This is an optimization exercise on Yosys and OpenROAD, whose aim is small area and a short achievable clock period, not a production implementation. The RTL was checked by simulation tests, not by an equivalence proof against the original design. The clock input has no modelled driver; a real chip could not lean on it and would need a root buffer or a full tree. Power and IR drop assume default switching activity.

v4:
Design KSA_pipe, start of the top module:
module KSA_pipe(s, a, b, c, clk);
   input [63:0] a;
   input [63:0] b;
   input        c;
   input        clk;
   output [64:0] s;
   wire [93:0] x;
   reg  [93:0] xr;
   wire [64:0] sOut;
   reg  [64:0] sr;
   wire p0_1;
   wire p0_2;
   wire p0_3;
   wire p0_4;
   wire g0_5;
   wire g0_6;
   wire g0_7;
   wire g0_8;
   wire g0_9;
   wire c0_g10;
   wire c0_g11;
   wire c0_g12;
   wire p1_13;
   wire p1_14;
   wire p1_15;
   wire p1_16;
   wire g1_17;
   wire g1_18;
   wire g1_19;
   wire g1_20;
   wire c1_g21;
   wire c1_g22;
   wire c1_g23;
   wire bp1_24;
   wire q0_g25;
   wire p2_26;
   wire p2_27;
   wire p2_28;
   wire p2_29;
   wire g2_30;
   wire g2_31;
   wire g2_32;
   wire g2_33;
   wire c2_g34;
   wire c2_g35;
   wire c2_g36;
   wire bp2_37;
   wire p3_38;
   wire p3_39;
   wire p3_40;
   wire p3_41;
   wire g3_42;
   wire g3_43;
   wire g3_44;
   wire g3_45;
   wire c3_g46;
   wire c3_g47;
   wire c3_g48;
   wire bp3_49;
   wire q1_g50;
   wire q1_p51;
   wire p4_52;
   wire p4_53;
   wire p4_54;
   wire p4_55;
   wire g4_56;
   wire g4_57;
   wire g4_58;
   wire g4_59;
   wire c4_g60;
   wire c4_g61;
   wire c4_g62;
   wire bp4_63;
   wire p5_64;
   wire p5_65;
   wire p5_66;
   wire p5_67;
   wire g5_68;
   wire g5_69;
   wire g5_70;
   wire g5_71;
   wire c5_g72;
   wire c5_g73;
   wire c5_g74;
   wire bp5_75;
   wire q2_g76;
   wire q2_p77;
   wire p6_78;
   wire p6_79;
   wire p6_80;
   wire p6_81;
   wire g6_82;
   wire g6_83;
   wire g6_84;
   wire g6_85;
   wire c6_g86;
   wire c6_g87;
   wire c6_g88;
   wire bp6_89;
   wire p7_90;
   wire p7_91;
   wire p7_92;
   wire p7_93;
   wire g7_94;
   wire g7_95;
   wire g7_96;
   wire g7_97;
   wire c7_g98;
   wire c7_g99;
   wire c7_g100;
   wire bp7_101;
   wire q3_g102;
   wire q3_p103;
   wire p8_104;
   wire p8_105;
   wire p8_106;
   wire p8_107;
   wire g8_108;
   wire g8_109;
   wire g8_110;
   wire g8_111;
   wire c8_g112;
   wire c8_g113;
   wire c8_g114;
   wire bp8_115;
   wire p9_116;
   wire p9_117;
   wire p9_118;
   wire p9_119;
   wire g9_120;
  ...
clock: 3.4 ns
lec_check: 0
abc_area: 1
cap_margin: 20
core_margin: 2
core_utilization: 50
place_density: 0.65
setup_slack_margin: 1.8
slew_margin: 20
standard.sh (not shown) runs the stock make flow with config.mk's settings and CLKGATE_MAP_FILE= SYNTH_SCRIPT=/design/flow/synth_recipe.tcl, a recipe that flattens the netlist after the stock synthesis.
==> flow/flow/run.sh <==
#!/bin/bash
# Layout: the standard flow (standard.sh), with these changes:
#  - synthesis maps no full or half adder cells (ADDER_MAP_FILE empty), so abc
#    maps the adder logic itself;
#  - buffer_ports buffers every port with buf_1, and before the resize step
#    flow/outbuf.tcl makes the output ports' buffers OUTBUF_CELL (buf_2);
#  - after clock tree synthesis flow/clocktree.tcl replaces the tree by a
#    balanced two-level tree (CLKTREE_*: 4 first-level buffers driven straight
#    from the clock port, each driving 4 leaf buffers), then repairs timing as
#    the CTS step does.
# The flow's output goes to standard.log, and ORFS's own logs to orfs/logs.
set -euo pipefail
bash standard.sh ADDER_MAP_FILE= "PRE_RESIZE_TCL=$PWD/flow/outbuf.tcl" "POST_CTS_TCL=$PWD/flow/clocktree.tcl" BUFFER_PORTS_ARGS=-buffer_cell\ sky130_fd_sc_hd__buf_1 CTS_ARGS=-sink_clustering_enable\ -dont_use_dummy_load\ -root_buf\ sky130_fd_sc_hd__clkbuf_16\ -buf_list\ sky130_fd_sc_hd__clkbuf_16\ -sink_clustering_size\ 40\ -sink_clustering_max_diameter\ 200 CLKTREE_CELL=sky130_fd_sc_hd__clkbuf_8 CLKTREE_NLEAF=4 CLKTREE_LEAF_CELL=sky130_fd_sc_hd__clkbuf_4 OUTBUF_CELL=sky130_fd_sc_hd__buf_4 OUTBUF_NEAR_DRIVER=1 finish > standard.log 2>&1
==> flow/flow/outbuf.tcl <==
# Runs before ORFS's resize step (PRE_RESIZE_TCL): the output ports' buffers,
# which buffer_ports made of the smallest buffer, become OUTBUF_CELL; with
# OUTBUF_NEAR_DRIVER=1 each is also moved next to the register that drives it
# (detailed placement legalises it later), so the register drives a short wire
# and the buffer the long one to the port.
set cell sky130_fd_sc_hd__buf_2
if {[info exists ::env(OUTBUF_CELL)]} { set cell $::env(OUTBUF_CELL) }
set near 0
if {[info exists ::env(OUTBUF_NEAR_DRIVER)]} { set near $::env(OUTBUF_NEAR_DRIVER) }
set n 0
foreach bt [[ord::get_db_block] getBTerms] {
  if {[$bt getIoType] ne "OUTPUT"} { continue }
  foreach it [[$bt getNet] getITerms] {
    if {![$it isOutputSignal]} { continue }
    set buf [$it getInst]
    replace_cell [$buf getName] $cell
    incr n
    if {$near} {
      foreach bit [$buf getITerms] {
        if {![$bit isInputSignal]} { continue }
        foreach dit [[$bit getNet] getITerms] {
          if {[$dit isOutputSignal]} {
            set loc [[$dit getInst] getLocation]
            $buf setLocation [lindex $loc 0] [lindex $loc 1]
          }
        }
      }
    }
  }
}
puts "outbuf: $n output port drivers made $cell (moved next to their drivers: $near)"
Other scripts of this flow, unchanged in this note and not shown: flow/flow/clocktree.tcl
v4 has completed all stages; timing, DRC and antenna checks passed.
Here is what was changed in the inputs of v19 compared with v4.
==> flow/flow/run.sh <==
#!/bin/bash
# Layout: the standard flow (standard.sh), with these changes:
#  - synthesis maps no full or half adder cells (ADDER_MAP_FILE empty), so abc
#    maps the adder logic itself;
#  - buffer_ports buffers every port with buf_1, and before the resize step
#    flow/outbuf.tcl makes the output ports' buffers OUTBUF_CELL (buf_2) and
#    moves each next to the register that drives it (OUTBUF_NEAR_DRIVER);
#  - after clock tree synthesis flow/clocktree.tcl replaces the tree by a
#    balanced two-level tree (CLKTREE_*: 4 first-level buffers driven straight
#    from the clock port, each driving 4 leaf buffers), then repairs timing as
#    the CTS step does.
# The flow's output goes to standard.log, and ORFS's own logs to orfs/logs.
set -euo pipefail
bash standard.sh ADDER_MAP_FILE= "PRE_RESIZE_TCL=$PWD/flow/outbuf.tcl" "POST_CTS_TCL=$PWD/flow/clocktree.tcl" BUFFER_PORTS_ARGS=-buffer_cell\ sky130_fd_sc_hd__buf_1 CTS_ARGS=-sink_clustering_enable\ -dont_use_dummy_load\ -root_buf\ sky130_fd_sc_hd__clkbuf_16\ -buf_list\ sky130_fd_sc_hd__clkbuf_16\ -sink_clustering_size\ 40\ -sink_clustering_max_diameter\ 200 CLKTREE_CELL=sky130_fd_sc_hd__clkbuf_8 CLKTREE_NLEAF=4 CLKTREE_LEAF_CELL=sky130_fd_sc_hd__clkbuf_4 OUTBUF_CELL=sky130_fd_sc_hd__buf_2 OUTBUF_NEAR_DRIVER=1 finish > standard.log 2>&1
Findings:
- v19 has share of the clock period used by the worst path after layout below what v4 had.
- There was hardly any difference in hold slack between v4 and v19.
- v19 ends up with lower overall routed net length than v4 does.
- Looking at power share of the clock group, v19 sits above v4.
- v19 — instance area at placement about 2.2% lower, v4 as reference
- Diff v19..v4 | count of max-cap constraint violations | unchanged
- Wire length per cell sits lower in v19 than in v4.
- Looking at power, v19 sits about 2.5% lower than v4 does.
Changes in v32 relative to v19:
Settings: SETUP_SLACK_MARGIN changed from 1.8 to 1.85.
==> flow/flow/run.sh <==
#!/bin/bash
# Layout: the standard flow (standard.sh), with these changes:
#  - synthesis maps no full or half adder cells (ADDER_MAP_FILE empty), so abc
#    maps the adder logic itself;
#  - buffer_ports buffers every port with buf_1, and before the resize step
#    flow/outbuf.tcl makes the output ports' buffers OUTBUF_CELL (buf_2);
#  - after clock tree synthesis flow/clocktree.tcl replaces the tree by a
#    balanced two-level tree (CLKTREE_*: 4 first-level buffers driven straight
#    from the clock port, each driving 4 leaf buffers), then repairs timing as
#    the CTS step does.
# The flow's output goes to standard.log, and ORFS's own logs to orfs/logs.
set -euo pipefail
bash standard.sh ADDER_MAP_FILE= "PRE_RESIZE_TCL=$PWD/flow/outbuf.tcl" "POST_CTS_TCL=$PWD/flow/clocktree.tcl" BUFFER_PORTS_ARGS=-buffer_cell\ sky130_fd_sc_hd__buf_1 CTS_ARGS=-sink_clustering_enable\ -dont_use_dummy_load\ -root_buf\ sky130_fd_sc_hd__clkbuf_16\ -buf_list\ sky130_fd_sc_hd__clkbuf_16\ -sink_clustering_size\ 40\ -sink_clustering_max_diameter\ 200 CLKTREE_CELL=sky130_fd_sc_hd__clkbuf_8 CLKTREE_NLEAF=4 CLKTREE_LEAF_CELL=sky130_fd_sc_hd__clkbuf_4 OUTBUF_CELL=sky130_fd_sc_hd__buf_2 finish > standard.log 2>&1
==> flow/flow/outbuf.tcl <==
# Runs before ORFS's resize step (PRE_RESIZE_TCL): the output ports' buffers,
# which buffer_ports made of the smallest buffer, become OUTBUF_CELL.
set cell sky130_fd_sc_hd__buf_2
if {[info exists ::env(OUTBUF_CELL)]} { set cell $::env(OUTBUF_CELL) }
set n 0
foreach bt [[ord::get_db_block] getBTerms] {
  if {[$bt getIoType] ne "OUTPUT"} { continue }
  foreach it [[$bt getNet] getITerms] {
    if {[$it isOutputSignal]} {
      replace_cell [[$it getInst] getName] $cell
      incr n
    }
  }
}
puts "outbuf: $n output port drivers made $cell"
Notes after the runs:
Part of the power in the clock network in v32 vs v19: down 0.2 points. The run showing the smaller power after layout is v19. Cmp v32 vs v19: final core area utilization higher in v32. Delta (v32 minus v19): leakage power figure went up about 0.46%; wire length +710 µm; highest achievable clock rate rose 0.72%. Against v19, v32 comes in 0.3 points higher on combinational share of power.
Inputs modified between v32 and v57:
Settings: SETUP_SLACK_MARGIN now 1.8, was 1.85.
--- a/flow/flow/run.sh
+++ b/flow/flow/run.sh
@@ -11,3 +11,3 @@
 # The flow's output goes to standard.log, and ORFS's own logs to orfs/logs.
 set -euo pipefail
-bash standard.sh ADDER_MAP_FILE= "PRE_RESIZE_TCL=$PWD/flow/outbuf.tcl" "POST_CTS_TCL=$PWD/flow/clocktree.tcl" BUFFER_PORTS_ARGS=-buffer_cell\ sky130_fd_sc_hd__buf_1 CTS_ARGS=-sink_clustering_enable\ -dont_use_dummy_load\ -root_buf\ sky130_fd_sc_hd__clkbuf_16\ -buf_list\ sky130_fd_sc_hd__clkbuf_16\ -sink_clustering_size\ 40\ -sink_clustering_max_diameter\ 200 CLKTREE_CELL=sky130_fd_sc_hd__clkbuf_8 CLKTREE_NLEAF=4 CLKTREE_LEAF_CELL=sky130_fd_sc_hd__clkbuf_4 OUTBUF_CELL=sky130_fd_sc_hd__buf_2 finish > standard.log 2>&1
+bash standard.sh ADDER_MAP_FILE= "PRE_RESIZE_TCL=$PWD/flow/outbuf.tcl" "POST_CTS_TCL=$PWD/flow/clocktree.tcl" BUFFER_PORTS_ARGS=-buffer_cell\ sky130_fd_sc_hd__buf_1 CTS_ARGS=-sink_clustering_enable\ -dont_use_dummy_load\ -root_buf\ sky130_fd_sc_hd__clkbuf_16\ -buf_list\ sky130_fd_sc_hd__clkbuf_16\ -sink_clustering_size\ 40\ -sink_clustering_max_diameter\ 200 CLKTREE_CELL=sky130_fd_sc_hd__clkbuf_8 CLKTREE_NLEAF=4 CLKTREE_LEAF_CELL=sky130_fd_sc_hd__clkbuf_4 OUTBUF_CELL=sky130_fd_sc_hd__buf_2 OUTBUF_NEAR_DRIVER=1 finish > standard.log 2>&1
==> flow/flow/outbuf.tcl <==
# Runs before ORFS's resize step (PRE_RESIZE_TCL): the output ports' buffers,
# which buffer_ports made of the smallest buffer, become OUTBUF_CELL; with
# OUTBUF_NEAR_DRIVER=1 each is also moved next to the register that drives it
# (detailed placement legalises it later), so the register drives a short wire
# and the buffer the long one to the port.
set cell sky130_fd_sc_hd__buf_2
if {[info exists ::env(OUTBUF_CELL)]} { set cell $::env(OUTBUF_CELL) }
set near 0
if {[info exists ::env(OUTBUF_NEAR_DRIVER)]} { set near $::env(OUTBUF_NEAR_DRIVER) }
set n 0
foreach bt [[ord::get_db_block] getBTerms] {
  if {[$bt getIoType] ne "OUTPUT"} { continue }
  foreach it [[$bt getNet] getITerms] {
    if {![$it isOutputSignal]} { continue }
    set buf [$it getInst]
    replace_cell [$buf getName] $cell
    incr n
    if {$near} {
      foreach bit [$buf getITerms] {
        if {![$bit isInputSignal]} { continue }
        foreach dit [[$bit getNet] getITerms] {
          if {[$dit isOutputSignal]} {
            set loc [[$dit getInst] getLocation]
            $buf setLocation [lindex $loc 0] [lindex $loc 1]
          }
        }
      }
    }
  }
}
puts "outbuf: $n output port drivers made $cell (moved next to their drivers: $near)"
Results
Aggregate routed wire length went down by a few percent going from v32 to v57. Diff v32 and v57: switching share of total power lower in v57. Where via count is concerned, v32 is outperformed by v57. v32 leaves more setup margin than v57.
No run of this note takes its clock network from TritonCTS; it comes from the design's own scripts or RTL.

==> static timing again, ports no longer ideal <==
How much do the figures lean on ideal ports? The routed layouts below were timed once more, with nothing changed but the port constraints.
Step 1 (the two cells are an assumption about what drives the block):
set clk [get_ports {clk}]
set_driving_cell -lib_cell sky130_fd_sc_hd__clkbuf_16 $clk
set_driving_cell -lib_cell sky130_fd_sc_hd__buf_2 [delete_from_list [all_inputs] $clk]
Step 2 also shifts input and output timing later by t, the mid clock arrival at the registers, as if the neighbouring blocks saw the same clock.
a / b / c = ideal / step 1 / step 2; a / b = the first two.
run | t, ns | setup slack, ns | worst data-port slew with drivers (ns) | cell pins on the clock port's net
v4 | 0.364 | 1.930 / 1.879 / 1.612 | 0.06 | 4
v19 | 0.358 | 1.944 / 1.881 / 1.627 | 0.06 | 4
v32 | 0.363 | 1.955 / 1.887 / 1.640 | 0.05 | 4
v57 | 0.358 | 1.944 / 1.881 / 1.627 | 0.06 | 4
After both steps setup and hold are still met in every run listed. The setup slack of v4, which loses most, moves by -0.051 ns with the drivers and by -0.318 ns with both steps.
